Background: an optimization exercise with open tools, aiming at small area, a short achievable clock period and few clock cycles. Do not read the settings as production practice. Where RTL was checked, it was by simulation tests only, not by an equivalence proof against the original. Function not checked in runs 4 and 5: the RTL went through the layout flow alone.

`flow/design.v`:
```
module DCT(
	input                     clk,
	input                     rst_n,
	input                     in_valid,
	input  signed       [7:0] in_data,
	output logic              out_valid,
	output logic signed [9:0] out_data
);
function [35:0] csa;
	input [17:0] a, b, c;
	reg [17:0] s, k;
	begin
		s = a ^ b ^ c;
		k = (a & b) | (a & c) | (b & c);
		csa = {k[16:0], 1'b0, s};
	end
endfunction
function [17:0] padd;
	input [17:0] a, b;
	input        cin;
	reg [17:0] p, g, gg, pp, c;
	integer d, i;
	begin
		p = a ^ b;
		g = a & b;
		g[0] = g[0] | (p[0] & cin);
		gg = g;
		pp = p;
		for (d = 1; d < 18; d = d * 2)
			for (i = 17; i >= d; i = i - 1) begin
				gg[i] = gg[i] | (pp[i] & gg[i-d]);
				pp[i] = pp[i] & pp[i-d];
			end
		c = {gg[16:0], cin};
		padd = p ^ c;
	end
endfunction
function [17:0] padds;
	input [17:0] a, b;
	input        cin;
	reg [17:0] p, g, gg, pp, c;
	integer l, i, m;
	begin
		p = a ^ b;
		g = a & b;
		g[0] = g[0] | (p[0] & cin);
		gg = g;
		pp = p;
		for (l = 0; l < 5; l = l + 1)
			for (i = 0; i < 18; i = i + 1)
				if ((i >> l) & 1) begin
					m = ((i >> l) << l) - 1;
					gg[i] = gg[i] | (pp[i] & gg[m]);
					pp[i] = pp[i] & pp[m];
				end
		c = {gg[16:0], cin};
		padds = p ^ c;
	end
endfunction
function [35:0] paddc;
	input [17:0] a, b;
	reg [17:0] p, g, gg, pp, c0, c1;
	integer d, i;
	begin
		p = a ^ b;
		g = a & b;
		gg = g;
		pp = p;
		for (d = 1; d < 18; d = d * 2)
			for (i = 17; i >= d; i = i - 1) begin
				gg[i] = gg[i] | (pp[i] & gg[i-d]);
				pp[i] = pp[i] & pp[i-d];
			end
		c0 = {gg[16:0], 1'b0};
		c1 = {gg[16:0] | pp[16:0], 1'b1};
		paddc = {p ^ c1, p ^ c0};
	end
endfunction
logic [5:0] cnt;
always_ff @(posedge clk or negedge rst_n) begin
	if (!rst_n)
		cnt <= 6'd0;
	else if (cnt == 6'd0)
		cnt <= in_valid ? 6'd1 : 6'd0;
	else if (cnt == 6'd33)
		cnt <= 6'd0;
	else
		cnt <= cnt + 6'd1;
end
always_ff @(posedge clk or negedge rst_n) begin
	if (!rst_n)
		out_valid <= 1'b0;
	else
		out_valid <= (cnt >= 6'd18) && (cnt <= 6'd33);
end
logic [5:0] cm10;
logic [1:0] trow;      
logic       t1even, s_p, s_qa, s_qb1, s_qb2;
logic       r0sel, rot, m2_ld, bank_ld, y2_ld, m_rot;
logic [1:0] osel;      
assign cm10 = cnt - 6'd10;
assign trow = cm10[3:2];
always_ff @(posedge clk) begin
	t1even  <= (trow == 2'd2);
	s_p     <= (trow == 2'd2);
	s_qa    <= (trow == 2'd1);
	s_qb1   <= (trow == 2'd1);
	s_qb2   <= (trow == 2'd2);
	r0sel   <= (cnt >= 6'd12) && (cnt <= 6'd15);
	rot     <= (cnt >= 6'd15) && (cnt <= 6'd25);
	m2_ld   <= (cnt == 6'd15) || (cnt == 6'd19) || (cnt == 6'd23) || (cnt == 6'd27);
	bank_ld <= (cnt == 6'd16) || (cnt == 6'd20) || (cnt == 6'd24) || (cnt == 6'd28);
	y2_ld   <= (cnt == 6'd17) || (cnt == 6'd21) || (cnt == 6'd25) || (cnt == 6'd29);
	m_rot   <= (cnt == 6'd18) || (cnt == 6'd22) || (cnt == 6'd26) || (cnt == 6'd30);
	osel    <= cnt[1:0] + 2'd3;
end
logic signed [7:0] sr [0:15];
integer j;
always_ff @(posedge clk) begin
	sr[0] <= rot ? sr[15] : in_data;
	for (j = 1; j < 16; j = j + 1)
		sr[j] <= sr[j-1];
end
logic [17:0] r0a, r0b, r0c, r0d, r0s1, r0c1, r0pn, r0u, r0s;
assign r0a = {10'd0, ~sr[3][7], sr[3][6:0]};
assign r0b = {10'd0, ~sr[7][7], sr[7][6:0]};
assign r0c = {10'd0, ~sr[11][7], sr[11][6:0]};
assign {r0c1, r0s1} = csa(r0a, r0b, r0c);
assign r0pn = padds(r0s1, r0c1, 1'b0);
logic [9:0] r0p;
always_ff @(posedge clk)
	r0p <= r0pn[9:0];
assign r0d = {10'd0, ~sr[0][7], sr[0][6:0]};
assign r0u = padds({8'd0, r0p}, r0d, 1'b0);
assign r0s = {8'd0, ~r0u[9], r0u[8:0]};
logic [7:0] ta, tb, tc, td;
logic [7:0] pa, pb, qa, qb;
assign ta = sr[2];
assign tb = sr[6];
assign tc = sr[10];
assign td = sr[14];
assign pa = s_p ? ta : td;
assign pb = s_p ? tc : ta;
assign qa = s_qa ? tc : tb;
assign qb = s_qb1 ? tb : s_qb2 ? td : tc;
logic [17:0] p1w, q1w;
assign p1w = padds({{10{pa[7]}}, pa}, ~{{10{pb[7]}}, pb}, 1'b1);
assign q1w = padds({{10{qa[7]}}, qa}, ~{{10{qb[7]}}, qb}, 1'b1);
logic [8:0] tp, tqv;
logic       teven;
always_ff @(posedge clk) begin
	tp    <= p1w[8:0];
	tqv   <= q1w[8:0];
	teven <= t1even;
end
logic [17:0] xp, xq, xt1, xt2, xt3, xt4, xt5, xt6;
logic [17:0] xs1, xc1, xs2, xc2, xs3, xc3, xs, xc;
assign xp  = {9'd0, ~tp[8], tp[7:0]};
assign xq  = {9'd0, ~tqv[8], tqv[7:0]};
assign xt1 = xp << 6;
assign xt2 = teven ? (xq << 6) : (xq << 5);
assign xt3 = teven ? 18'd0 : (xp << 4);
assign xt4 = teven ? 18'd0 : (xp << 1);
assign xt5 = teven ? 18'd0 : xp;
assign xt6 = teven ? 18'd0 : (xq << 1);
assign {xc1, xs1} = csa(xt1, xt2, xt3);
assign {xc2, xs2} = csa(xt4, xt5, xt6);
assign {xc3, xs3} = csa(xs1, xc1, xs2);
assign {xc,  xs}  = csa(xs3, xc3, xc2);
logic [15:0] ts, tc2;
logic        teven2;
always_ff @(posedge clk) begin
	ts     <= xs[15:0];
	tc2    <= xc[15:0];
	teven2 <= teven;
end
logic [17:0] tk, tsa, tca, tx;
assign tk  = teven2 ? 18'h08000 : 18'h08B00;
assign {tca, tsa} = csa({2'd0, ts}, {2'd0, tc2}, tk);
assign tx  = padds(tsa, tca, 1'b0);
logic [8:0]  yn;
logic        cn;
logic [8:0]  tq [1:3];
logic [17:0] ynext;
assign ynext = padds({9'd0, yn}, 18'd0, cn);
always_ff @(posedge clk) begin
	if (r0sel) begin
		yn <= r0s[9:1];
		cn <= r0s[9] & r0s[0];
	end else begin
		yn <= tx[15:7];
		cn <= tx[15] & (tx[6:0] != 7'd0);
	end
	tq[1] <= ynext[8:0];
	tq[2] <= tq[1];
	tq[3] <= tq[2];
end
logic [17:0] t0e, t1e, yne;
assign yne = {{9{yn[8]}}, yn};
assign t1e = {{9{tq[1][8]}}, tq[1]};
assign t0e = {{9{tq[3][8]}}, tq[3]};
logic [17:0] e1n, o1n, o0n;
assign e1n = padds(t1e, yne, cn);
assign o1n = padds(t1e, ~yne, ~cn);
assign o0n = padds(t0e, ~yne, ~cn);
logic [10:0] e1r;
always_ff @(posedge clk)
	e1r <= e1n[10:0];
logic [17:0] e1x, as0, ac0, as2, ac2, s0, s2;
assign e1x = {{7{e1r[10]}}, e1r};
assign {ac0, as0} = csa(t0e, yne, e1x);
assign {ac2, as2} = csa(t0e, yne, ~e1x);
assign s0 = padd(as0, ac0, cn);
assign s2 = padd(as2, {ac2[17:1], cn}, 1'b1);
logic [9:0]  y0r, y2a, y2r, m1, m2;
logic        y0f, y2af;
logic [17:0] y2i, m2n;
assign y2i = padds({8'd0, y2a}, 18'd0, y2af);
assign m2n = padds({8'd0, ~m2}, 18'd0, 1'b1);
always_ff @(posedge clk) begin
	y0r  <= s0[10:1];
	y0f  <= s0[11] & s0[0];
	y2a  <= s2[10:1];
	y2af <= s2[11] & s2[0];
	if (y2_ld) begin
		y2r <= y2i[9:0];
	end
	if (bank_ld)
		m1 <= o0n[9:0];
	else if (m_rot)
		m1 <= m2n[9:0];
	if (m2_ld)
		m2 <= o1n[9:0];
	else if (m_rot)
		m2 <= m1;
end
logic [17:0] zm1, zm2;
logic [17:0] zs1, zc1, zs2, zc2, zs3, zc3, zs, zc, zlo;
logic [6:0]  zor;
assign zm1 = {8'd0, ~m1[9], m1[8:0]};
assign zm2 = {8'd0, ~m2[9], m2[8:0]};
assign {zc1, zs1} = csa(zm1 << 6, zm1 << 4, zm1 << 1);
assign {zc2, zs2} = csa(zm1, zm2 << 5, zm2 << 1);
assign {zc3, zs3} = csa(zs1, zc1, zs2);
assign {zc,  zs}  = csa(zs3, zc3, zc2);
assign zlo = padds({11'd0, zs[6:0]}, {11'd0, zc[6:0]}, 1'b0);
assign zor = {zs[5:0] | zc[5:0], 1'b0};
logic [9:0] zsh, zch;
logic       zc7;
logic       znz;
always_ff @(posedge clk) begin
	zsh <= zs[16:7];
	zch <= zc[16:7];
	zc7 <= zlo[7];
	znz <= ((zs[6:0] ^ zc[6:0]) != zor);
end
logic [17:0] uk, us, uc;
logic [35:0] uu;
assign uk = {8'd0, 10'h22C | {9'd0, zc7}};
assign {uc, us} = csa({8'd0, zsh}, {8'd0, zch}, uk);
assign uu = paddc(us, uc);
logic [17:0] y0i;
logic [9:0]  obase;
logic        zsel;
assign y0i   = padds({8'd0, y0r}, 18'd0, y0f);
assign obase = osel[0] ? uu[9:0] : osel[1] ? y2r : y0i[9:0];
assign zsel  = osel[0] & znz & uu[9];
always_ff @(posedge clk)
	out_data <= zsel ? uu[27:18] : obase;
endmodule
```
`flow/flow/run.sh`:
```
#!/bin/bash
# Layout: the standard flow (standard.sh, all steps), except that the
# buffers ORFS puts on the input and output ports are buf_2 cells
# (buffer_ports -buffer_cell), and timing repair aims for 7.4 ns of setup slack.
# make's full output goes to flow.log here; each step's own log is under orfs/logs/.
set -euo pipefail
export BUFFER_PORTS_ARGS="-buffer_cell sky130_fd_sc_hd__buf_2"
export SETUP_SLACK_MARGIN=7.4
bash standard.sh > flow.log 2>&1
```
`flow/standard.sh`:
```
#!/bin/bash
# synth_recipe.tcl (not shown) runs the flow's synth.tcl, then flattens the netlist and writes it again
# the make line also repeats each setting of config.mk as NAME=value (left out here)
make -C /OpenROAD-flow-scripts/flow DESIGN_CONFIG=/design/flow/config.mk WORK_HOME=/design/flow/orfs CLKGATE_MAP_FILE= SYNTH_SCRIPT=/design/flow/synth_recipe.tcl "${@:-finish}"
```
`flow/config.mk`:
```
export PLATFORM = sky130hd
export DESIGN_NAME = DCT
export DESIGN_NICKNAME = DCT
export VERILOG_FILES = /design/flow/design.v
export SDC_FILE = /design/flow/constraint.sdc
export NUM_CORES = 4
export LEC_CHECK = 0
export ABC_AREA = 1
export CAP_MARGIN = 20
export CORE_MARGIN = 2
export CORE_UTILIZATION = 60
export CTS_CLUSTER_DIAMETER = 100
export CTS_CLUSTER_SIZE = 30
export SLEW_MARGIN = 20
```
`flow/constraint.sdc`:
```
create_clock -name core_clock -period 10.5 [get_ports {clk}]
set_input_delay 2.1000 -clock core_clock [delete_from_list [all_inputs] [get_ports {clk}]]
set_output_delay 2.1000 -clock core_clock [all_outputs]
set_load 0.01 [all_outputs]
```
==> impl_metrics.tcl, run 1 <==
set metrics [dict create \
    fin_crit_ns 3.109 \
    fin_tns_setup_ns 0 \
    setup_viol 0 \
    clock_skew_ns 0.04167 \
    h-tree-depth 1 \
    clock_path_buffers 3 \
    grt_max_degree 37 \
    die_w_um 170.0 \
    synth_fa_ha_area_share_pct 27.95 \
    grt_pass1_wl_mm 50.69 \
    crit_fanout 1 \
    ant_nets 0 \
    ys_types 46 \
    dp_hpwl_mm 24.92 \
    path_buf_inv 1 \
    via_per_inst 5.003 \
    antenna_found_initial 0 \
    synth_nets 1977 \
    io_pins 22 \
    synth_ff_type "dfxtp_1" \
    overflow 0 \
    nNetsFinal 1997 \
    drt_first_pass_iters 5 \
    synth_mux_area_share_pct 0.7873 \
    crit_required_ns 8.40 \
    reg2reg_slack_ns 7.51 \
    portBuffers 21 \
    rsz0062_at_grt "yes" \
    antenna_cells 0 \
    status "complete, no violations" \
    rows 60 \
    final_common_cell "inv_1" \
    seq_area_frac_synth_pct 42.48 \
    synthSimpleGateAreaFrac_pct 11.42 \
    clk_pin_slew_ns 0.12 \
    synthArstFlopShare_pct 2.096 \
    hold_path_class "reg2reg" \
    cts_sinks 334 \
    synth_top_family_by_area "adder cells" \
    synthToLayoutAreaGrowth_pct 5.398 \
    worstSkewPairLatency_ns 0.53 \
    cap_violations 0 \
    cp_top_family "flip-flops" \
    layout-drive-gt1-share_pct 4.658 \
    yosysWarnings 3 \
    fin_area_um2 17420 \
    path_class "reg2out" \
    period_share_pct 29.61 \
    ys_ff_latch 334 \
    grt_pass1_vias 10610 \
    cp-end-kind "primary output" \
    synth_compound_area_share_pct 5.950 \
    drt_iter0_drc 401 \
    drv_slew 0 \
    grt.total_usage_pct 22.33 \
    max-slew-margin-rel_pct 55.48 \
    wire_per_inst_um 14.95 \
    start_kind "register" \
    dieArea_um2 28890 \
    syn_area_um2 16530 \
    cts_root_buf "clkbuf_16" \
    hold_slack_ns 0.3222 \
    arrival_ns 1.01 \
    path_cells "buf_2" \
    die_h_um 170.0 \
    num_vias 10190 \
    hold_viol_final 0 \
    postRouteWirelength_mm 30.46 \
    avgSynthCellArea_um2 9.897 \
    synth_edf_count 30 \
    synthCells 1670 \
    routabilityCongestion 0.8441 \
    worst-slew-pin-transition_ns 0.6668 \
    cts_buffers 15 \
    cts_hold_buf 0 \
    clock.fmax_ghz 0.3216 \
    final_core_util_pct 64.46 \
    initial_core_util_pct 61.16 \
    mostFrequentLayoutCells "inv_1 (320), dfxtp_1 (296), nand2_1 (253)" \
    synth_xor_area_share_pct 3.497 \
    critPathSlowestCell "dfrtp_1" \
    critPathMaxStageDelay_ns 0.37 \
    cts_tree "yes" \
    core_area_um2 27030 \
    drcViolationCount 0 \
    placed_area_um2 16970 \
]
==> worst reg2reg max path, cell delays in order (launching register included) <==
cell	delay (ns)
edfxtp_1	0.46
buf_4	0.18
fa_1	0.49
inv_1	0.06
fa_1	0.53
inv_1	0.05
fa_1	0.47
ha_1	0.35
xor2_1	0.16
o2111ai_1	0.12
==> per-stage QoR <==
step                      cells  setup WS [ns]
after floorplan            1670          7.617
after global placement     2012          7.525
after detailed placement   2012          7.461
after CTS                  2035          7.373
after global routing       2037          7.347
final                      2037          7.391
==> cell type report <==
class,instances,area [um2]
clock buffer,20,394.1
inverter,322,1210
timing repair buffer,24,127.6
clock inverter,3,41.29
fill,2283,9605
sequential,334,7023
tap,341,426.7
multi-input combinational,993,8198
==> state kept, by name (all words and copies together) (netlist names), 10 cells and up <==
| signal | count |
|---|---|
| r0p | 10 |
| tc2 | 13 |
| tq | 27 |
| zch | 10 |
| sr | 128 |
| m1 | 10 |
| e1r | 10 |
| y0r | 10 |
| y2a | 10 |
| out_data | 10 |
| m2 | 10 |
| ts | 16 |
| y2r | 10 |
==> synthesized netlist by cell type (all sizes together) (4+ instances only) <==
cell type	number	area, um2
a21o	9	67.56
a21oi	60	304.0
a31oi	8	50.05
buf	4	33.78
clkbuf	17	65.06
dfrtp	7	175.2
dfxtp	297	5946
edfxtp	30	900.9
fa	122	2442
ha	174	2177
inv	321	1205
mux2	8	90.09
mux2i	4	40.04
nand2	264	1038
nand3	69	350.3
nand4	12	75.07
nor2	72	272.8
nor3	8	40.04
o211ai	5	37.54
o21ai	80	415.4
o21bai	5	37.54
o22ai	5	31.28
or2	8	50.05
xnor2	25	219.0
xor2	41	359.1
==> layer usage <==
| layer | global-route usage (%) | part of all wire [%] |
|---|---|---|
| met3 | 2.256 | 2.8 |
| met4 | 6.317 | 2.6 |
| met2 | 44.33 | 53 |
| met1 | 25.11 | 41 |
| met5 | 0 | 0 |
==> cells by family (layout without fill, tap and decap cells) <==
group / count (synthesis) / in the layout
xor+xnor: 66 / 66
buf+inv: 343 / 369
mux: 12 / 12
flops: 334 / 334
fa+ha+maj: 296 / 296
simple gates: 442 / 442
compound gates: 177 / 177
==> path summary, 6_finish.rpt <==
path | to | cells past startpoint | start
min in group asynchronous | cnt[1] | 1 | rst_n
worst max-delay path | out_valid | 1 | out_valid
worst min-delay path | sr[9][4] | 0 | sr[8][4]
worst max register to register | znz | 9 | m1[5]
max in group asynchronous | out_valid | 1 | rst_n
worst min register to register | sr[9][4] | 0 | sr[8][4]
==> what timing repair did <==
item	in CTS	in global routing
resized for setup	0	1
endpoints found under the setup margin	1	4
buffers inserted	0	2
Testbench counts, summed over its fixed seeds: cycles 8,704.
==> inputs of run 2 (changes only) <==
==> flow/flow/run.sh (replaced) <==
#!/bin/bash
# Layout: the standard flow (standard.sh, all steps), except that the
# buffers ORFS puts on the input and output ports are buf_2 cells
# (buffer_ports -buffer_cell) instead of its default choice.
# make's full output goes to flow.log here; each step's own log is under orfs/logs/.
set -euo pipefail
export BUFFER_PORTS_ARGS="-buffer_cell sky130_fd_sc_hd__buf_2"
bash standard.sh > flow.log 2>&1
--- a/flow/config.mk
+++ b/flow/config.mk
@@ -5,7 +5,6 @@
 export SDC_FILE = /design/flow/constraint.sdc
 export NUM_CORES = 4
 export LEC_CHECK = 0
-export ABC_AREA = 1
 export CAP_MARGIN = 20
 export CORE_MARGIN = 2
 export CORE_UTILIZATION = 60
==> run 2 against run 1 <==
Fmax down 3.0%; critical path type is now reg2reg; first-iteration DRC count shrank 15%; still clean; die area decreased by 2.2%.
==> impl_metrics.tcl, run 2 <==
set metrics [dict create \
    nNetsFinal 1733 \
    synthArstFlopShare_pct 2.096 \
    grt_pass1_vias 9664 \
    drcViolationCount 0 \
    synth_area_leaders "dfxtp_1 (37%), fa_1 (15%), ha_1 (13%)" \
    crit_required_ns 10.96 \
    drv_slew 0 \
    hold_path_class "reg2reg" \
    largest_register_ffs 128 \
    start_kind "register" \
    placed_area_um2 16600 \
    whs_path_depth 0 \
    cap_violations 0 \
    io_pins 22 \
    post_cts_buffers 0 \
    regMostFlops "sr" \
    r2r_start "yn[1]" \
    synth_top_cell_by_area "dfxtp_1" \
    routabilityCongestion 0.8490 \
    setup_viol 0 \
    cts_sinks 334 \
    syn_area_um2 16160 \
    hp-start "sr[12][2]" \
    wire_per_inst_um 16.03 \
    grt_pass1_wl_mm 47.22 \
    yosysWarnings 3 \
    ant_nets 0 \
    via_per_inst 5.168 \
    critPathSlowestCell "fa_1" \
    final_common_cell "dfxtp_1" \
    crit_fanout 5 \
    die_h_um 168.1 \
    grt_max_degree 32 \
    synthToLayoutAreaGrowth_pct 5.535 \
    layout-drive-gt1-share_pct 5.792 \
    fin_crit_ns 3.204 \
    arrival_ns 3.66 \
    top_regs "sr x128, tq x27, ts x16" \
    drt_iter0_drc 340 \
    dieArea_um2 28270 \
    path_cells "inv_1 > fa_1 > inv_1 > fa_1 > a21oi_1 > o21ai_0 > a2111oi_0 > o31ai_1 > a21oi_1 > xnor2_1" \
    mostFrequentLayoutCells "dfxtp_1 (297), inv_1 (228), ha_1 (174)" \
    synth_common_cells "dfxtp_1 (297), inv_1 (228), ha_1 (174), fa_1 (122), xnor2_1 (58)" \
    clk_pin_slew_ns 0.10 \
    worst_slack_ns 7.296 \
    period_share_pct 30.52 \
    synth_nets 1719 \
    drt_first_pass_iters 4 \
    pre_cts_slack_ns 7.304 \
    clock_skew_ns 0.02565 \
    path_buf_inv 2 \
    antenna_cells 0 \
    synth_edf_count 30 \
    status "complete, no violations" \
    critPathMaxStageDelay_ns 0.63 \
    synthMostInstantiatedCell "dfxtp_1" \
    max-slew-margin-rel_pct 36.91 \
    worst_r2r_path_depth 10 \
    path_class "reg2reg" \
    overflow 0 \
    yosys.area.top_type_share_pct 36.79 \
    holdPathEnd "sr[13][2]" \
    reg2reg_to "y0r[9]" \
    rows 60 \
    clock.fmax_ghz 0.3121 \
    ys_types 63 \
    cts_tree "yes" \
    h-tree-depth 1 \
    seq_area_frac_synth_pct 43.44 \
    hold_viol_final 0 \
    initial_core_util_pct 60.48 \
    antenna_found_initial 1 \
    cp_top_family "compound AO/OA/AOI/OAI gates" \
    reg2reg_slack_ns 7.30 \
    cts_hold_buf 0 \
    postRouteWirelength_mm 28.43 \
    dp_hpwl_mm 23.06 \
    die_w_um 168.1 \
    fin_area_um2 17060 \
    avgSynthCellArea_um2 11.45 \
    cts_root_buf "clkbuf_16" \
    ctsResizeCount 0 \
    num_vias 9168 \
    cp-end-kind "register" \
    cts_buffers 15 \
    worst-slew-pin-transition_ns 0.9450 \
    clock_path_buffers 3 \
    worstSkewPairLatency_ns 0.53 \
    grt.total_usage_pct 21.13 \
    ys_ff_latch 334 \
    rsz0062_at_grt "no" \
    synth_ff_type "dfxtp_1" \
    synthCells 1412 \
    portBuffers 21 \
    fin_tns_setup_ns 0 \
    core_area_um2 26730 \
]
[run 2: logic make-up after synthesis]
logic type,after synthesis,share of synthesized area [%]
buf+inv,253,5.899
flops,334,43.44
compound gates,184,7.339
simple gates,201,6.309
xor+xnor,89,4.823
mux,55,3.607
fa+ha+maj,296,28.58
[run 2: how the worst max path moves through the flow]
stage	cells after the start	slack, ns	from	endpoint
CTS	10	7.29	yn[1]	y0r[9]
finish	10	7.30	yn[1]	y0r[9]
global route	10	7.05	yn[1]	y0r[9]
floorplan	9	7.53	m1[5]	znz
global placement	10	7.30	yn[1]	y0r[9]
detailed placement	10	7.30	yn[1]	y0r[9]
[run 2: area by class of cell]
type,count,area [um2]
fill,2147,9668
multi-input combinational,825,8188
sequential,334,7022
inverter,228,855.8
tap,341,426.7
clock buffer,21,419.2
timing repair buffer,22,112.6
clock inverter,3,33.78
[run 2: per-stage QoR]
| stage | util [%] | hold WS [ns] | cells |
|---|---|---|---|
| 2_1_floorplan | - | 0.3096 | 1412 |
| 3_3_place_gp | 62.13 | 0.3096 | 1750 |
| 3_5_place_dp | 62.13 | 0.3121 | 1750 |
| 4_1_cts | 63.82 | 0.3365 | 1774 |
| 5_1_grt | 63.82 | 0.3411 | 1774 |
| 6_report | 63.82 | 0.3348 | 1774 |
[run 2: routing by layer]
layer | up-vias | GRT usage, % | part of all wire [%]
met2 | 81 | 41.95 | 54
met3 | 49 | 2.022 | 2.0
met1 | 4428 | 23.48 | 41
met5 | - | 0 | 0.046
met4 | 2 | 7.046 | 3.3
li1 | 4608 | - | -
==> inputs of run 3 (changes only) <==
==> flow/flow/run.sh (replaced) <==
#!/bin/bash
# Layout: the standard flow (standard.sh, all steps), except that the
# buffers ORFS puts on the input and output ports are buf_2 cells
# (buffer_ports -buffer_cell), and timing repair aims for 7.45 ns of setup slack.
# make's full output goes to flow.log here; each step's own log is under orfs/logs/.
set -euo pipefail
export BUFFER_PORTS_ARGS="-buffer_cell sky130_fd_sc_hd__buf_2"
export SETUP_SLACK_MARGIN=7.45
bash standard.sh > flow.log 2>&1
--- a/flow/config.mk
+++ b/flow/config.mk
@@ -7,7 +7,7 @@
 export LEC_CHECK = 0
 export CAP_MARGIN = 20
 export CORE_MARGIN = 2
-export CORE_UTILIZATION = 60
+export CORE_UTILIZATION = 70
 export CTS_CLUSTER_DIAMETER = 100
 export CTS_CLUSTER_SIZE = 30
 export SLEW_MARGIN = 20
==> run 3 against run 2 <==
Still clean on timing, DRC and antenna; cell count is 2.6% lower; first-iteration DRC count increased by 5.0%; clock skew shrank 0.0035 ns; non-clock buffer count up 11; synthesized cell count unchanged; register-to-register slack improved by 0.24 ns; design area is 0.46% higher; die area shrank 14%; highest routed layer is now met4.
==> impl_metrics.tcl, run 3 <==
set metrics [dict create \
    status "complete, no violations" \
    yosys.area.top_type_share_pct 36.79 \
    ys_ff_latch 334 \
    worstSkewPairLatency_ns 0.51 \
    grt_pass1_vias 9782 \
    die_w_um 156.0 \
    seq_area_frac_synth_pct 43.44 \
    synthMostInstantiatedCell "dfxtp_1" \
    synth_common_cells "dfxtp_1 (297), inv_1 (228), ha_1 (174), fa_1 (122), xnor2_1 (58)" \
    num_vias 9326 \
    top_regs "sr x128, tq x27, ts x16" \
    cts_root_buf "clkbuf_16" \
    regMostFlops "sr" \
    synth_area_leaders "dfxtp_1 (37%), fa_1 (15%), ha_1 (13%)" \
    synthArstFlopShare_pct 2.096 \
    dp_hpwl_mm 23.16 \
    worst-slew-pin-transition_ns 0.6934 \
    final_common_cell "dfxtp_1" \
    antenna_found_initial 0 \
    core_area_um2 22640 \
    synth_edf_count 30 \
    synth_top_family_by_area "adder cells" \
    routabilityCongestion 0.8647 \
    crit_required_ns 8.40 \
    rows 55 \
    grt_max_degree 32 \
    synthSimpleGateAreaFrac_pct 6.309 \
    synth_xor_area_share_pct 4.823 \
    synth_compound_area_share_pct 7.339 \
    avgSynthCellArea_um2 11.45 \
    crit_fanout 1 \
    overflow 0 \
    drv_slew 0 \
    clock.fmax_ghz 0.3211 \
    synth_top_cell_by_area "dfxtp_1" \
    grt.total_usage_pct 24.68 \
    drt_first_pass_iters 5 \
    layout-drive-gt1-share_pct 7.623 \
    critPathSlowestCell "dfrtp_1" \
    portBuffers 21 \
    synthToLayoutAreaGrowth_pct 6.022 \
    antenna_cells 0 \
    clk_pin_slew_ns 0.11 \
    cap_violations 0 \
    hold_viol_final 0 \
    period_share_pct 29.66 \
    fin_tns_setup_ns 0 \
    initial_core_util_pct 71.39 \
    nNetsFinal 1744 \
    grt_pass1_wl_mm 47.06 \
    setup_viol 0 \
    cts_tree "yes" \
    dieArea_um2 24320 \
    drt_iter0_drc 357 \
    ant_nets 0 \
    path_buf_inv 1 \
    arrival_ns 1.01 \
    hold_path_class "reg2reg" \
    io_pins 22 \
    synthCells 1412 \
    reg2reg_slack_ns 7.54 \
    postRouteWirelength_mm 28.99 \
    rsz0062_at_grt "yes" \
    fin_crit_ns 3.114 \
    drcViolationCount 0 \
    critPathMaxStageDelay_ns 0.37 \
    mostFrequentLayoutCells "dfxtp_1 (287), inv_1 (227), ha_1 (174)" \
    syn_area_um2 16160 \
    cp-end-kind "primary output" \
    wire_per_inst_um 16.77 \
    path_class "reg2out" \
    seq_area_um2 7039 \
    n_fill_cell 1563 \
    largest_register_ffs 128 \
    cp_top_family "flip-flops" \
    clock_skew_ns 0.02216 \
    cts_buffers 15 \
    clock_path_buffers 3 \
    cts_sinks 334 \
    synth_nets 1719 \
    multi_input_area_um2 8215 \
    yosysWarnings 3 \
    h-tree-depth 1 \
    path_cells "buf_2" \
    start_kind "register" \
    max-slew-margin-rel_pct 53.71 \
    final_core_util_pct 75.69 \
    ys_types 63 \
    die_h_um 156.0 \
    synth_ff_type "dfxtp_1" \
    via_per_inst 5.397 \
    synth_fa_ha_area_share_pct 28.58 \
    synth_mux_area_share_pct 3.607 \
]
-- run 3: cell families after synthesis --
kind of cell | count (synthesis)
AO/OA/AOI/OAI | 184
XOR/XNOR | 89
adder cells (fa/ha/maj) | 296
buffers and inverters | 253
flip-flops | 334
multiplexers | 55
AND/OR/NAND/NOR | 201
-- run 3: what timing repair did --
action / 4_1_cts / 5_1_grt
hold endpoints to repair: 0 / 0
pin swaps: 0 / 4
hold buffers: 0 / 0
resized for setup: 6 / 22
buffers inserted: 1 / 9
setup endpoints to repair: 16 / 29
-- run 3: path summary, 6_finish.rpt --
path / cells past startpoint / from / end
max in group asynchronous: 1 / rst_n / cnt[0]
worst max-delay path: 1 / out_valid / out_valid
worst max register to register: 10 / yn[1] / y0r[9]
min in group asynchronous: 1 / rst_n / cnt[2]
worst min-delay path: 0 / sr[13][1] / sr[14][1]
worst min register to register: 0 / sr[13][1] / sr[14][1]
-- run 3: metrics by stage --
step           hold slack [ns]  setup slack, ns  instances  instance area, um2
3_5_place_dp            0.3121            7.286       1695               16540
6_report                0.3233            7.386       1728               17140
3_3_place_gp            0.3095            7.351       1695               16540
4_1_cts                 0.3277            7.359       1719               17010
2_1_floorplan           0.3096            7.534       1412               16160
5_1_grt                 0.3311            7.328       1728               17140
-- run 3: area by class of cell --
| type | count | share of cell area [%] |
|---|---|---|
| multi-input cells | 825 | 47.94 |
| flip-flops and latches | 334 | 41.08 |
| inverters | 228 | 5.016 |
| clock buffers | 20 | 2.300 |
| well taps | 285 | 2.081 |
| repair buffers | 33 | 1.322 |
| clock inverters | 3 | 0.2629 |
-- run 3: routing by layer --
layer | up-vias | routed length, um | share of wire [%] | global-route usage [%]
met5 | - | 0 | 0 | 0
met4 | 0 | 908 | 3.1 | 7.471
met3 | 56 | 567 | 2.0 | 2.083
met2 | 121 | 16110 | 56 | 49.47
met1 | 4524 | 11400 | 39 | 27.47
li1 | 4625 | - | - | -
==> inputs of run 4 (changes only) <==
--- a/flow/design.v
+++ b/flow/design.v
@@ -126,12 +126,12 @@
 assign r0b = {10'd0, ~sr[7][7], sr[7][6:0]};
 assign r0c = {10'd0, ~sr[11][7], sr[11][6:0]};
 assign {r0c1, r0s1} = csa(r0a, r0b, r0c);
-assign r0pn = padds(r0s1, r0c1, 1'b0);
+assign r0pn = padd(r0s1, r0c1, 1'b0);
 logic [9:0] r0p;
 always_ff @(posedge clk)
 	r0p <= r0pn[9:0];
 assign r0d = {10'd0, ~sr[0][7], sr[0][6:0]};
-assign r0u = padds({8'd0, r0p}, r0d, 1'b0);
+assign r0u = padd({8'd0, r0p}, r0d, 1'b0);
 assign r0s = {8'd0, ~r0u[9], r0u[8:0]};
 logic [7:0] ta, tb, tc, td;
 logic [7:0] pa, pb, qa, qb;
@@ -177,7 +177,7 @@
 logic [17:0] tk, tsa, tca, tx;
 assign tk  = teven2 ? 18'h08000 : 18'h08B00;
 assign {tca, tsa} = csa({2'd0, ts}, {2'd0, tc2}, tk);
-assign tx  = padds(tsa, tca, 1'b0);
+assign tx  = padd(tsa, tca, 1'b0);
 logic [8:0]  yn;
 logic        cn;
 logic [8:0]  tq [1:3];
@@ -200,9 +200,9 @@
 assign t1e = {{9{tq[1][8]}}, tq[1]};
 assign t0e = {{9{tq[3][8]}}, tq[3]};
 logic [17:0] e1n, o1n, o0n;
-assign e1n = padds(t1e, yne, cn);
-assign o1n = padds(t1e, ~yne, ~cn);
-assign o0n = padds(t0e, ~yne, ~cn);
+assign e1n = padd(t1e, yne, cn);
+assign o1n = padd(t1e, ~yne, ~cn);
+assign o0n = padd(t0e, ~yne, ~cn);
 logic [10:0] e1r;
 always_ff @(posedge clk)
 	e1r <= e1n[10:0];
==> flow/flow/run.sh (replaced) <==
#!/bin/bash
# Layout: the standard flow (standard.sh, all steps), except that the
# buffers ORFS puts on the input and output ports are buf_2 cells
# (buffer_ports -buffer_cell) instead of its default choice.
# make's full output goes to flow.log here; each step's own log is under orfs/logs/.
set -euo pipefail
export BUFFER_PORTS_ARGS="-buffer_cell sky130_fd_sc_hd__buf_2"
bash standard.sh > flow.log 2>&1
--- a/flow/config.mk
+++ b/flow/config.mk
@@ -7,7 +7,7 @@
 export LEC_CHECK = 0
 export CAP_MARGIN = 20
 export CORE_MARGIN = 2
-export CORE_UTILIZATION = 70
+export CORE_UTILIZATION = 60
 export CTS_CLUSTER_DIAMETER = 100
 export CTS_CLUSTER_SIZE = 30
 export SLEW_MARGIN = 20
==> run 4 against run 3 <==
Still clean; register-to-register slack got worse by 0.36 ns; critical path depth rose by 10; wire length fell by 1.6%; synthesized cell count rose by 6.3%; non-clock buffer count fell by 11; cell count rose by 7.8%; critical endpoint is now y2a[9]; largest cell class unchanged; highest routed layer is now met5.
==> impl_metrics.tcl, run 4 <==
set metrics [dict create \
    worst_r2r_path_depth 11 \
    whs_path_depth 0 \
    antenna_cells 0 \
    core_area_um2 26880 \
    synthMostInstantiatedCell "dfxtp_1" \
    setup_viol 0 \
    wl_met3_um 592 \
    dieArea_um2 28700 \
    synthToLayoutAreaGrowth_pct 5.404 \
    antenna_found_initial 1 \
    clk_pin_slew_ns 0.11 \
    synth_top_cell_by_area "dfxtp_1" \
    final_common_cell "dfxtp_1" \
    crit_fanout 6 \
    wire_per_inst_um 15.31 \
    worst-slew-pin-transition_ns 0.9365 \
    h-tree-depth 1 \
    avgSynthCellArea_um2 10.94 \
    wl_met2_mm 14.82 \
    drt_first_pass_iters 5 \
    drt_iter0_drc 370 \
    n_fill_cell 2204 \
    seq_area_um2 7042 \
    multi_input_area_um2 8362 \
    synth_edf_count 30 \
    synthArstFlopShare_pct 2.090 \
    synthCells 1501 \
    dp_hpwl_mm 23.37 \
    synth_common_cells "dfxtp_1 (298), inv_1 (246), ha_1 (179), fa_1 (109), a21oi_1 (77)" \
    die_w_um 169.4 \
    critPathSlowestCell "fa_1" \
    crit_required_ns 10.90 \
    ant_nets 0 \
    die_h_um 169.4 \
    seq_area_frac_synth_pct 42.89 \
    top_regs "sr x128, tq x27, ts x16" \
    cts_sinks 335 \
    initial_core_util_pct 61.08 \
    yosysWarnings 3 \
    regMostFlops "sr" \
    largest_register_ffs 128 \
    hold_slack_ns 0.3214 \
    path_cells "inv_1 > fa_1 > inv_1 > fa_1 > nor2b_1 > o21ai_0 > a21boi_0 > o21ai_0 > a21oi_1 > o21ai_0 > o311ai_0" \
    start_kind "register" \
    synth_ff_type "dfxtp_1" \
    wl_met1_mm 12.02 \
    period_share_pct 31.66 \
    yosys.area.top_type_share_pct 36.34 \
    hp-start "sr[5][3]" \
    drcViolationCount 0 \
    layout-drive-gt1-share_pct 5.125 \
    num_vias 9519 \
    mostFrequentLayoutCells "dfxtp_1 (298), inv_1 (246), ha_1 (179)" \
    nNetsFinal 1815 \
    grt_max_degree 32 \
    drv_slew 0 \
    cap_violations 0 \
    holdPathEnd "sr[6][3]" \
    reg2reg_to "y2a[9]" \
    path_buf_inv 2 \
    via_per_inst 5.110 \
    worstSkewPairLatency_ns 0.51 \
    cp_common_cell "o21ai_0" \
    grt_pass1_vias 10050 \
    clock_skew_ns 0.02010 \
    cts_buffers 15 \
    hold_viol_final 0 \
    routed.top_layer "met5" \
    rsz0062_at_grt "no" \
    grt_pass1_wl_mm 48.30 \
    critPathMaxStageDelay_ns 0.66 \
    clock_path_buffers 3 \
    ctsResizeCount 0 \
    ys_ff_latch 335 \
    reg2reg_slack_ns 7.18 \
    synth_area_leaders "dfxtp_1 (36%), ha_1 (14%), fa_1 (13%)" \
    portBuffers 21 \
    status "complete, no violations" \
    cts_root_buf "clkbuf_16" \
    arrival_ns 3.72 \
    postRouteWirelength_mm 28.52 \
    io_pins 22 \
    cts_tree "yes" \
    fin_crit_ns 3.325 \
    ys_types 54 \
    post_cts_buffers 0 \
    cp-end-kind "register" \
    clock.fmax_ghz 0.3008 \
    path_class "reg2reg" \
    grt.total_usage_pct 21.28 \
    cp_top_family "compound AO/OA/AOI/OAI gates" \
    routabilityCongestion 0.8558 \
    fin_tns_setup_ns 0 \
    syn_area_um2 16420 \
    max-slew-margin-rel_pct 37.48 \
    overflow 0 \
    hold_path_class "reg2reg" \
    rows 60 \
    synth_nets 1800 \
    cts_hold_buf 0 \
    r2r_start "yn[1]" \
]
run 4: cell type report:
class / count / share of cell area (%)
clock buffer: 20 / 2.336
clock inverter: 3 / 0.1952
inverter: 246 / 5.336
tap: 341 / 2.466
multi-input combinational: 896 / 48.32
sequential: 335 / 40.69
timing repair buffer: 22 / 0.6508
run 4: per-layer routing:
layer  vias to the layer above  GRT usage [%]
li1                       4891              -
met1                      4490          24.73
met2                        87          40.46
met3                        49          2.215
met4                         2          7.692
met5                         -              0
run 4: worst max-delay path by stage:
stage | startpoint | end | slack (ns) | cells past startpoint
after detailed placement | yn[1] | y2a[9] | 7.19 | 11
after CTS | yn[1] | y2a[9] | 7.15 | 11
final | yn[1] | y2a[9] | 7.18 | 11
after floorplan | yn[1] | y0f | 7.48 | 12
after global placement | yn[1] | y0f | 7.23 | 12
after global routing | yn[1] | y2a[9] | 6.84 | 11
run 4: per-stage QoR:
| step | util (%) | instance area, um2 | setup slack [ns] | instances |
|---|---|---|---|---|
| after floorplan | - | 16420 | 7.479 | 1501 |
| after global placement | 62.76 | 16870 | 7.229 | 1840 |
| after detailed placement | 62.76 | 16870 | 7.186 | 1840 |
| after CTS | 64.39 | 17300 | 7.145 | 1863 |
| after global routing | 64.39 | 17300 | 6.842 | 1863 |
| final | 64.39 | 17300 | 7.175 | 1863 |
run 4: logic make-up after synthesis:
logic type / synth area share (%)
mux: 3.681
fa+ha+maj: 26.93
simple gates: 7.073
flops: 42.89
compound gates: 8.132
buf+inv: 6.173
xor+xnor: 5.114
==> inputs of run 5 (changes only) <==
--- a/flow/design.v
+++ b/flow/design.v
@@ -126,12 +126,12 @@
 assign r0b = {10'd0, ~sr[7][7], sr[7][6:0]};
 assign r0c = {10'd0, ~sr[11][7], sr[11][6:0]};
 assign {r0c1, r0s1} = csa(r0a, r0b, r0c);
-assign r0pn = padd(r0s1, r0c1, 1'b0);
+assign r0pn = padds(r0s1, r0c1, 1'b0);
 logic [9:0] r0p;
 always_ff @(posedge clk)
 	r0p <= r0pn[9:0];
 assign r0d = {10'd0, ~sr[0][7], sr[0][6:0]};
-assign r0u = padd({8'd0, r0p}, r0d, 1'b0);
+assign r0u = padds({8'd0, r0p}, r0d, 1'b0);
 assign r0s = {8'd0, ~r0u[9], r0u[8:0]};
 logic [7:0] ta, tb, tc, td;
 logic [7:0] pa, pb, qa, qb;
@@ -177,32 +177,35 @@
 logic [17:0] tk, tsa, tca, tx;
 assign tk  = teven2 ? 18'h08000 : 18'h08B00;
 assign {tca, tsa} = csa({2'd0, ts}, {2'd0, tc2}, tk);
-assign tx  = padd(tsa, tca, 1'b0);
-logic [8:0]  yn;
+assign tx  = padds(tsa, tca, 1'b0);
+logic [8:0]  yn, ynn;    
 logic        cn;
 logic [8:0]  tq [1:3];
 logic [17:0] ynext;
 assign ynext = padds({9'd0, yn}, 18'd0, cn);
 always_ff @(posedge clk) begin
 	if (r0sel) begin
-		yn <= r0s[9:1];
+		yn  <= r0s[9:1];
+		ynn <= ~r0s[9:1];
 		cn <= r0s[9] & r0s[0];
 	end else begin
-		yn <= tx[15:7];
+		yn  <= tx[15:7];
+		ynn <= ~tx[15:7];
 		cn <= tx[15] & (tx[6:0] != 7'd0);
 	end
 	tq[1] <= ynext[8:0];
 	tq[2] <= tq[1];
 	tq[3] <= tq[2];
 end
-logic [17:0] t0e, t1e, yne;
+logic [17:0] t0e, t1e, yne, ynne;
 assign yne = {{9{yn[8]}}, yn};
+assign ynne = {{9{ynn[8]}}, ynn};
 assign t1e = {{9{tq[1][8]}}, tq[1]};
 assign t0e = {{9{tq[3][8]}}, tq[3]};
 logic [17:0] e1n, o1n, o0n;
-assign e1n = padd(t1e, yne, cn);
-assign o1n = padd(t1e, ~yne, ~cn);
-assign o0n = padd(t0e, ~yne, ~cn);
+assign e1n = padds(t1e, yne, cn);
+assign o1n = padds(t1e, ynne, ~cn);
+assign o0n = padds(t0e, ynne, ~cn);
 logic [10:0] e1r;
 always_ff @(posedge clk)
 	e1r <= e1n[10:0];
@@ -210,7 +213,7 @@
 assign e1x = {{7{e1r[10]}}, e1r};
 assign {ac0, as0} = csa(t0e, yne, e1x);
 assign {ac2, as2} = csa(t0e, yne, ~e1x);
-assign s0 = padd(as0, ac0, cn);
+assign s0 = padd(as0, {ac0[17:1], cn}, 1'b0);
 assign s2 = padd(as2, {ac2[17:1], cn}, 1'b1);
 logic [9:0]  y0r, y2a, y2r, m1, m2;
 logic        y0f, y2af;
==> run 5 against run 4 <==
Cell count decreased by 1.7%; sequential share of layout area increased by 0.45 points; clock skew fell by 0.0011 ns; via count decreased by 3.6%; sequential cell count rose by 8; fmax increased by 4.3%; wire length shrank 0.97%; non-clock buffer count increased by 1; register-to-register slack improved by 0.14 ns.
==> impl_metrics.tcl, run 5 <==
set metrics [dict create \
    synthToLayoutAreaGrowth_pct 5.323 \
    seq_area_um2 7202 \
    ctsResizeCount 0 \
    synthMostInstantiatedCell "dfxtp_1" \
    arrival_ns 3.47 \
    routabilityCongestion 0.8040 \
    drv_slew 0 \
    io_pins 22 \
    seq_area_frac_synth_pct 43.33 \
    setup.worst_path.start "cn" \
    clock.fmax_ghz 0.3136 \
    clock_skew_ns 0.01897 \
    yosys.area.top_type_share_pct 36.86 \
    cts_sinks 343 \
    avgSynthCellArea_um2 11.52 \
    crit_fanout 5 \
    grt_pass1_vias 9516 \
    top_regs "sr x128, tq x27, ts x16" \
    ant_nets 0 \
    max-slew-margin-rel_pct 33.99 \
    cts_hold_buf 0 \
    fin_tns_setup_ns 0 \
    reg2reg_slack_ns 7.31 \
    worst_r2r_path_depth 10 \
    synth_nets 1753 \
    antenna_found_initial 0 \
    synth_area_leaders "dfxtp_1 (37%), fa_1 (15%), ha_1 (13%)" \
    h-tree-depth 1 \
    fin_crit_ns 3.189 \
    rows 60 \
    dp_hpwl_mm 23.06 \
    nNetsFinal 1765 \
    endpoint "m1[8]" \
    drt_first_pass_iters 4 \
    synthArstFlopShare_pct 2.041 \
    pre_cts_slack_ns 7.288 \
    cts_tree "yes" \
    worst-slew-pin-transition_ns 0.9888 \
    hp-start "sr[9][1]" \
    multi_input_area_um2 8432 \
    synth_edf_count 30 \
    path_class "reg2reg" \
    core_area_um2 27100 \
    cts_buffers 15 \
    mostFrequentLayoutCells "dfxtp_1 (306), inv_1 (231), ha_1 (175)" \
    hold_viol_final 0 \
    status "complete, no violations" \
    grt.total_usage_pct 20.89 \
    die_h_um 170.4 \
    n_fill_cell 2176 \
    layout-drive-gt1-share_pct 6.096 \
    clock_path_buffers 3 \
    regMostFlops "sr" \
    drcViolationCount 0 \
    hold_path_class "reg2reg" \
    rsz0062_at_grt "no" \
    post_cts_buffers 0 \
    cts_root_buf "clkbuf_16" \
    crit_required_ns 10.78 \
    dieArea_um2 29050 \
    start_kind "register" \
    r2r_start "cn" \
    overflow 0 \
    wire_per_inst_um 15.42 \
    clk_pin_slew_ns 0.12 \
    period_share_pct 30.37 \
    synthCells 1443 \
    ys_ff_latch 343 \
    portBuffers 21 \
    initial_core_util_pct 61.33 \
    syn_area_um2 16620 \
    setup_viol 0 \
    worst_slack_ns 7.311 \
    num_vias 9181 \
    largest_register_ffs 128 \
    worstSkewPairLatency_ns 0.51 \
    ys_types 68 \
    final_common_cell "dfxtp_1" \
    postRouteWirelength_mm 28.25 \
    synth_top_cell_by_area "dfxtp_1" \
    grt_max_degree 32 \
    grt_pass1_wl_mm 47.60 \
    antenna_cells 0 \
    reg2reg_to "m1[8]" \
    cp-end-kind "register" \
    drt_iter0_drc 404 \
    yosysWarnings 3 \
    synth_ff_type "dfxtp_1" \
    synth_common_cells "dfxtp_1 (306), inv_1 (231), ha_1 (175), fa_1 (124), a21oi_1 (60)" \
    cap_violations 0 \
    die_w_um 170.4 \
    via_per_inst 5.011 \
]
## run 5: cell types whose count changed in the layout (fill, tap and decap cells not counted), moves of 13 or more
cell and delta:
fa_1 +15, o21ai_0 -22, nand2_1 -13, nor2_1 -17, inv_1 -15, a21oi_1 -17
## run 5: critical path: stages, from the launching register on
cell and delay (ns):
dfxtp_1 0.41, inv_1 0.16, fa_1 0.43, fa_1 0.39, a21o_1 0.18, a21oi_1 0.27
o21ai_0 0.12, o211ai_1 0.15, o21bai_1 0.15, fa_1 0.44, mux2_2 0.27
## run 5: layout make-up
| cell class | count | area share (%) |
|---|---|---|
| Multi-Input combinational cell | 841 | 48.17 |
| Clock inverter | 2 | 0.1144 |
| Sequential cell | 343 | 41.14 |
| Tap cell | 372 | 2.659 |
| Clock buffer | 20 | 2.273 |
| Inverter | 231 | 4.954 |
| Timing Repair Buffer | 23 | 0.6862 |
## run 5: through the flow
stage          util (%)  cells  instance area [um2]  hold slack (ns)
6_report          64.59   1832                17500           0.3200
2_1_floorplan         -   1443                16620           0.3096
3_3_place_gp      63.05   1810                17090           0.3099
3_5_place_dp      63.05   1810                17090           0.3121
5_1_grt           64.59   1832                17500           0.3310
4_1_cts           64.59   1832                17500           0.3239
## run 5: per-layer routing
layer	vias up	track usage [%]	share of wire, %
met1	4382	25.65	44
met5	-	0	0
met4	0	4.942	2.1
li1	4698	-	-
met2	70	39.41	52
met3	31	2.047	2.1
## run 5: kinds of logic after synthesis
logic type               after synthesis  synth area share (%)
XOR/XNOR                              90                 4.856
adder cells (fa/ha/maj)              299                 28.11
multiplexers                          63                 4.005
AND/OR/NAND/NOR                      198                 6.196
flip-flops                           343                 43.33
AO/OA/AOI/OAI                        191                 7.566
buffers and inverters                259                 5.932
## run 5: worst min path at each step
stage,to,slack (ns),cells past startpoint
after detailed placement,sr[10][3],0.31,0
after floorplan,sr[10][0],0.31,0
final,sr[10][1],0.32,0
after global routing,sr[10][1],0.33,0
after CTS,sr[10][1],0.32,0
after global placement,sr[14][2],0.31,0
==> inputs of run 6 (changes only) <==
--- a/flow/design.v
+++ b/flow/design.v
@@ -96,7 +96,7 @@
 logic [5:0] cm10;
 logic [1:0] trow;      
 logic       t1even, s_p, s_qa, s_qb1, s_qb2;
-logic       r0sel, rot, m2_ld, bank_ld, y2_ld, m_rot;
+logic       r0sel, rot, m2_ld, bank_ld, m_rot;
 logic [1:0] osel;      
 assign cm10 = cnt - 6'd10;
 assign trow = cm10[3:2];
@@ -110,7 +110,6 @@
 	rot     <= (cnt >= 6'd15) && (cnt <= 6'd25);
 	m2_ld   <= (cnt == 6'd15) || (cnt == 6'd19) || (cnt == 6'd23) || (cnt == 6'd27);
 	bank_ld <= (cnt == 6'd16) || (cnt == 6'd20) || (cnt == 6'd24) || (cnt == 6'd28);
-	y2_ld   <= (cnt == 6'd17) || (cnt == 6'd21) || (cnt == 6'd25) || (cnt == 6'd29);
 	m_rot   <= (cnt == 6'd18) || (cnt == 6'd22) || (cnt == 6'd26) || (cnt == 6'd30);
 	osel    <= cnt[1:0] + 2'd3;
 end
@@ -178,55 +177,59 @@
 assign tk  = teven2 ? 18'h08000 : 18'h08B00;
 assign {tca, tsa} = csa({2'd0, ts}, {2'd0, tc2}, tk);
 assign tx  = padds(tsa, tca, 1'b0);
-logic [8:0]  yn, ynn;    
+logic [8:0]  yn;
 logic        cn;
 logic [8:0]  tq [1:3];
 logic [17:0] ynext;
 assign ynext = padds({9'd0, yn}, 18'd0, cn);
 always_ff @(posedge clk) begin
 	if (r0sel) begin
-		yn  <= r0s[9:1];
-		ynn <= ~r0s[9:1];
+		yn <= r0s[9:1];
 		cn <= r0s[9] & r0s[0];
 	end else begin
-		yn  <= tx[15:7];
-		ynn <= ~tx[15:7];
+		yn <= tx[15:7];
 		cn <= tx[15] & (tx[6:0] != 7'd0);
 	end
 	tq[1] <= ynext[8:0];
 	tq[2] <= tq[1];
 	tq[3] <= tq[2];
 end
-logic [17:0] t0e, t1e, yne, ynne;
-assign yne = {{9{yn[8]}}, yn};
-assign ynne = {{9{ynn[8]}}, ynn};
-assign t1e = {{9{tq[1][8]}}, tq[1]};
-assign t0e = {{9{tq[3][8]}}, tq[3]};
-logic [17:0] e1n, o1n, o0n;
-assign e1n = padds(t1e, yne, cn);
-assign o1n = padds(t1e, ynne, ~cn);
-assign o0n = padds(t0e, ynne, ~cn);
-logic [10:0] e1r;
+logic [17:0] t0u, t1u, ynu, ynnu;
+assign t0u  = {9'd0, ~tq[3][8], tq[3][7:0]};
+assign t1u  = {9'd0, ~tq[1][8], tq[1][7:0]};
+assign ynu  = {9'd0, ~yn[8], yn[7:0]};
+assign ynnu = {9'd0, yn[8], ~yn[7:0]};    
+logic [17:0] e1u, o1u, o0u;
+logic [9:0]  e1n, o1n, o0n;
+assign e1u = padds(t1u, ynu, cn);
+assign o1u = padds(t1u, ynnu, ~cn);
+assign o0u = padds(t0u, ynnu, ~cn);
+assign e1n = {~e1u[9], e1u[8:0]};
+assign o1n = {~o1u[9], o1u[8:0]};
+assign o0n = {~o0u[9], o0u[8:0]};
+logic [9:0] e1r;
 always_ff @(posedge clk)
-	e1r <= e1n[10:0];
-logic [17:0] e1x, as0, ac0, as2, ac2, s0, s2;
-assign e1x = {{7{e1r[10]}}, e1r};
-assign {ac0, as0} = csa(t0e, yne, e1x);
-assign {ac2, as2} = csa(t0e, yne, ~e1x);
-assign s0 = padd(as0, {ac0[17:1], cn}, 1'b0);
-assign s2 = padd(as2, {ac2[17:1], cn}, 1'b1);
-logic [9:0]  y0r, y2a, y2r, m1, m2;
-logic        y0f, y2af;
-logic [17:0] y2i, m2n;
-assign y2i = padds({8'd0, y2a}, 18'd0, y2af);
+	e1r <= e1n;
+logic [17:0] e1p, e1m, as0, ac0, as2, ac2, s0u, s2u;
+logic [10:0] s0, s2;
+assign e1p = {8'd0, ~e1r[9], e1r[8:0]};
+assign e1m = {8'd0, e1r[9], ~e1r[8:0]};
+assign {ac0, as0} = csa(t0u, ynu, e1p);
+assign {ac2, as2} = csa(t0u, ynu, e1m);
+assign s0u = padd(as0, {ac0[17:1], cn}, 1'b0);
+assign s2u = padd(as2, {ac2[17:1], cn}, 1'b1);
+assign s0 = {~s0u[10], s0u[9:0]};
+assign s2 = {~s2u[10], s2u[9:0]};
+logic [9:0]  y0r, y2r, m1, m2;
+logic        y0f, y2f;
+logic [17:0] m2n;
 assign m2n = padds({8'd0, ~m2}, 18'd0, 1'b1);
 always_ff @(posedge clk) begin
 	y0r  <= s0[10:1];
-	y0f  <= s0[11] & s0[0];
-	y2a  <= s2[10:1];
-	y2af <= s2[11] & s2[0];
-	if (y2_ld) begin
-		y2r <= y2i[9:0];
+	y0f  <= s0[10] & s0[0];
+	if (bank_ld) begin
+		y2r <= s2[10:1];
+		y2f <= s2[10] & s2[0];
 	end
 	if (bank_ld)
 		m1 <= o0n[9:0];
@@ -262,11 +265,11 @@
 assign uk = {8'd0, 10'h22C | {9'd0, zc7}};
 assign {uc, us} = csa({8'd0, zsh}, {8'd0, zch}, uk);
 assign uu = paddc(us, uc);
-logic [17:0] y0i;
+logic [17:0] yi;
 logic [9:0]  obase;
 logic        zsel;
-assign y0i   = padds({8'd0, y0r}, 18'd0, y0f);
-assign obase = osel[0] ? uu[9:0] : osel[1] ? y2r : y0i[9:0];
+assign yi    = padds({8'd0, osel[1] ? y2r : y0r}, 18'd0, osel[1] ? y2f : y0f);
+assign obase = osel[0] ? uu[9:0] : yi[9:0];
 assign zsel  = osel[0] & znz & uu[9];
 always_ff @(posedge clk)
 	out_data <= zsel ? uu[27:18] : obase;
==> flow/flow/run.sh (replaced) <==
#!/bin/bash
# Layout: the standard flow (standard.sh, all steps), except that the
# buffers ORFS puts on the input and output ports are buf_2 cells
# (buffer_ports -buffer_cell), and timing repair aims for 7.4 ns of setup slack.
# make's full output goes to flow.log here; each step's own log is under orfs/logs/.
set -euo pipefail
export BUFFER_PORTS_ARGS="-buffer_cell sky130_fd_sc_hd__buf_2"
export SETUP_SLACK_MARGIN=7.4
bash standard.sh > flow.log 2>&1
==> run 6 against run 5 <==
Still clean; critical path depth shrank 9; first-iteration DRC count shrank 22%; via count shrank 4.7%; utilization shrank 0.15 points; design area shrank 5.2%; sequential share of layout area is essentially flat; worst setup slack gained 0.094 ns; fmax grew 3.0%; sequential cell count shrank 20.
==> impl_metrics.tcl, run 6 <==
set metrics [dict create \
    grt_pass1_vias 9021 \
    arrival_ns 0.99 \
    fin_tns_setup_ns 0 \
    met2_usage_pct 38.79 \
    final_common_cell "dfxtp_1" \
    die_w_um 165.3 \
    reg2reg_to "znz" \
    h-tree-depth 1 \
    synthArstFlopShare_pct 2.167 \
    portBuffers 21 \
    dieArea_um2 27310 \
    dp_hpwl_mm 21.37 \
    initial_core_util_pct 60.57 \
    postRouteWirelength_mm 26.57 \
    path_class "reg2out" \
    grt.total_usage_pct 20.66 \
    worst-slew-pin-transition_ns 0.9976 \
    synth_common_cells "dfxtp_1 (285), inv_1 (216), ha_1 (167), fa_1 (119), a21oi_1 (58)" \
    num_vias 8753 \
    io_pins 22 \
    ant_nets 0 \
    overflow 0 \
    antenna_cells 0 \
    holdPathEnd "sr[14][1]" \
    worstSkewPairLatency_ns 0.50 \
    mostFrequentLayoutCells "dfxtp_1 (275), inv_1 (213), ha_1 (166)" \
    ys_ff_latch 323 \
    crit_fanout 1 \
    reg2reg_slack_ns 7.50 \
    clock_path_buffers 3 \
    r2r_start "m1[6]" \
    synth_area_leaders "dfxtp_1 (37%), fa_1 (15%), ha_1 (13%)" \
    drcViolationCount 0 \
    core_area_um2 25760 \
    clock_skew_ns 0.01299 \
    synthToLayoutAreaGrowth_pct 6.399 \
    critPathMaxStageDelay_ns 0.37 \
    synth_edf_count 31 \
    top_regs "sr x128, tq x27, ts x16" \
    use_met1_pct 24.54 \
    clk_pin_slew_ns 0.11 \
    synthMostInstantiatedCell "dfxtp_1" \
    avgSynthCellArea_um2 11.59 \
    die_h_um 165.3 \
    synthCells 1346 \
    regMostFlops "sr" \
    status "complete, no violations" \
    cap_violations 0 \
    hp-start "sr[13][1]" \
    crit_required_ns 8.40 \
    syn_area_um2 15600 \
    via_per_inst 5.134 \
    synth_ff_type "dfxtp_1" \
    fin_crit_ns 3.094 \
    largest_register_ffs 128 \
    seq_area_frac_synth_pct 43.65 \
    hold_path_class "reg2reg" \
    grt_pass1_wl_mm 43.82 \
    worst_r2r_path_depth 9 \
    cts_buffers 15 \
    max-slew-margin-rel_pct 33.40 \
    setup_viol 0 \
    antenna_found_initial 0 \
    grt_max_degree 32 \
    whs_path_depth 0 \
    start_kind "register" \
    synth_nets 1643 \
    globalRoute.busiestLayer "met2" \
    drv_slew 0 \
    yosys.area.top_type_share_pct 36.56 \
    yosysWarnings 3 \
    grt_use_met3_pct 2.622 \
    nNetsFinal 1662 \
    n_fill_cell 2078 \
    layout-drive-gt1-share_pct 7.956 \
    critPathSlowestCell "dfrtp_1" \
    synth_top_cell_by_area "dfxtp_1" \
    drt_first_pass_iters 4 \
    wire_per_inst_um 15.58 \
    routabilityCongestion 0.9087 \
    period_share_pct 29.47 \
    cts_tree "yes" \
    cts_sinks 323 \
    cp_top_family "flip-flops" \
    cp-end-kind "primary output" \
    cts_root_buf "clkbuf_16" \
    clock.fmax_ghz 0.3232 \
    path_cells "buf_2" \
    path_buf_inv 1 \
    hold_viol_final 0 \
    drt_iter0_drc 316 \
    rows 59 \
    ys_types 59 \
    rsz0062_at_grt "yes" \
]
-- run 6: cell types whose count changed in the layout (fill, tap and decap cells not counted), moves of 5 or more --
cell / change
dfxtp_1: -31
inv_1: -18
o21ai_0: -10
ha_1: -9
dfxtp_2: +7
fa_1: -7
xnor2_1: -7
nor2_1: -6
and3_1: -5
o21a_1: +5
-- run 6: kinds of logic (layout without fill, tap and decap cells) --
logic type	Yosys count	in the layout	synth area share, %
mux	64	64	4.346
simple gates	171	171	5.437
flops	323	323	43.65
compound gates	181	181	7.562
fa+ha+maj	286	286	28.66
xor+xnor	81	81	4.547
buf+inv	240	264	5.797
-- run 6: worst max-delay path by stage --
stage / from / to / slack [ns] / depth (start not counted)
2_1_floorplan: yn[1] / y2f / 7.52 / 9
4_1_cts: out_valid / out_valid / 7.38 / 1
3_5_place_dp: yn[2] / y2f / 7.21 / 9
3_3_place_gp: yn[1] / y2f / 7.31 / 9
6_report: out_valid / out_valid / 7.41 / 1
5_1_grt: yn[1] / y0r[8] / 7.37 / 10
-- run 6: area by class of cell --
type / count / area [um2] / area share (%)
clock buffers: 18 / 386.6 / 2.329
repair buffers: 26 / 155.1 / 0.9345
well taps: 335 / 419.2 / 2.525
clock inverters: 4 / 45.04 / 0.2713
inverters: 216 / 810.8 / 4.884
flip-flops and latches: 323 / 6832 / 41.15
multi-input cells: 783 / 7954 / 47.91
-- run 6: timing repair --
action                                  4_1_cts  5_1_grt
endpoints found under the setup margin        5       25
buffers inserted                              1        3
pin swaps                                     0       11
gates resized for setup                       7       25
hold buffers                                  0        0
-- run 6: metrics by stage --
stage	instances	util [%]	worst slack [ns]	area, um2	hold WS (ns)
final	1705	64.44	7.406	16600	0.3249
after global routing	1705	64.44	7.371	16600	0.3366
after CTS	1702	64.04	7.383	16500	0.3262
after detailed placement	1679	62.27	7.211	16040	0.3121
after global placement	1679	62.27	7.307	16040	0.3097
after floorplan	1346	-	7.519	15600	0.3096
-- run 6: layer usage --
metal  up-vias  share of wire [%]
li1       4423                  -
met1      4198                 43
met2        92                 52
met3        40                2.5
met4         0                3.2
met5         -                  0
Testbench counts of run 6, summed over its fixed seeds: cycles 8,704.

## what the ideal ports hide
No port has a modelled driver above. Below, the same layouts with a new extraction and two added sets of constraints. Step 1, drivers: a clkbuf_16 drives clk and a buf_2 each remaining input, both assumed. Step 2 adds t to the input delays and takes it off the output delays; t is the mean of the earliest and latest rising clock arrival at the registers after step 1. Input paths then give back, and output paths get back, about the clock's delay inside the block. Three values: ideal ports, drivers, drivers and shift; two values: the first two.
run | shift t [ns] | setup WS [ns] | slew at the worst register clock pin (ns) | cell pins on the clock port's net
run 1 | 0.553 | 7.391 / 7.343 / 7.513 | 0.12 / 0.12 | 1
run 2 | 0.560 | 7.296 / 7.296 / 7.296 | 0.11 / 0.11 | 1
run 3 | 0.547 | 7.386 / 7.342 / 7.544 | 0.11 / 0.11 | 1
run 4 | 0.554 | 7.175 / 7.175 / 7.175 | 0.11 / 0.11 | 1
run 5 | 0.548 | 7.311 / 7.311 / 7.311 | 0.12 / 0.12 | 1
run 6 | 0.540 | 7.406 / 7.358 / 7.496 | 0.11 / 0.11 | 1
After both steps setup and hold are still met in every run listed.
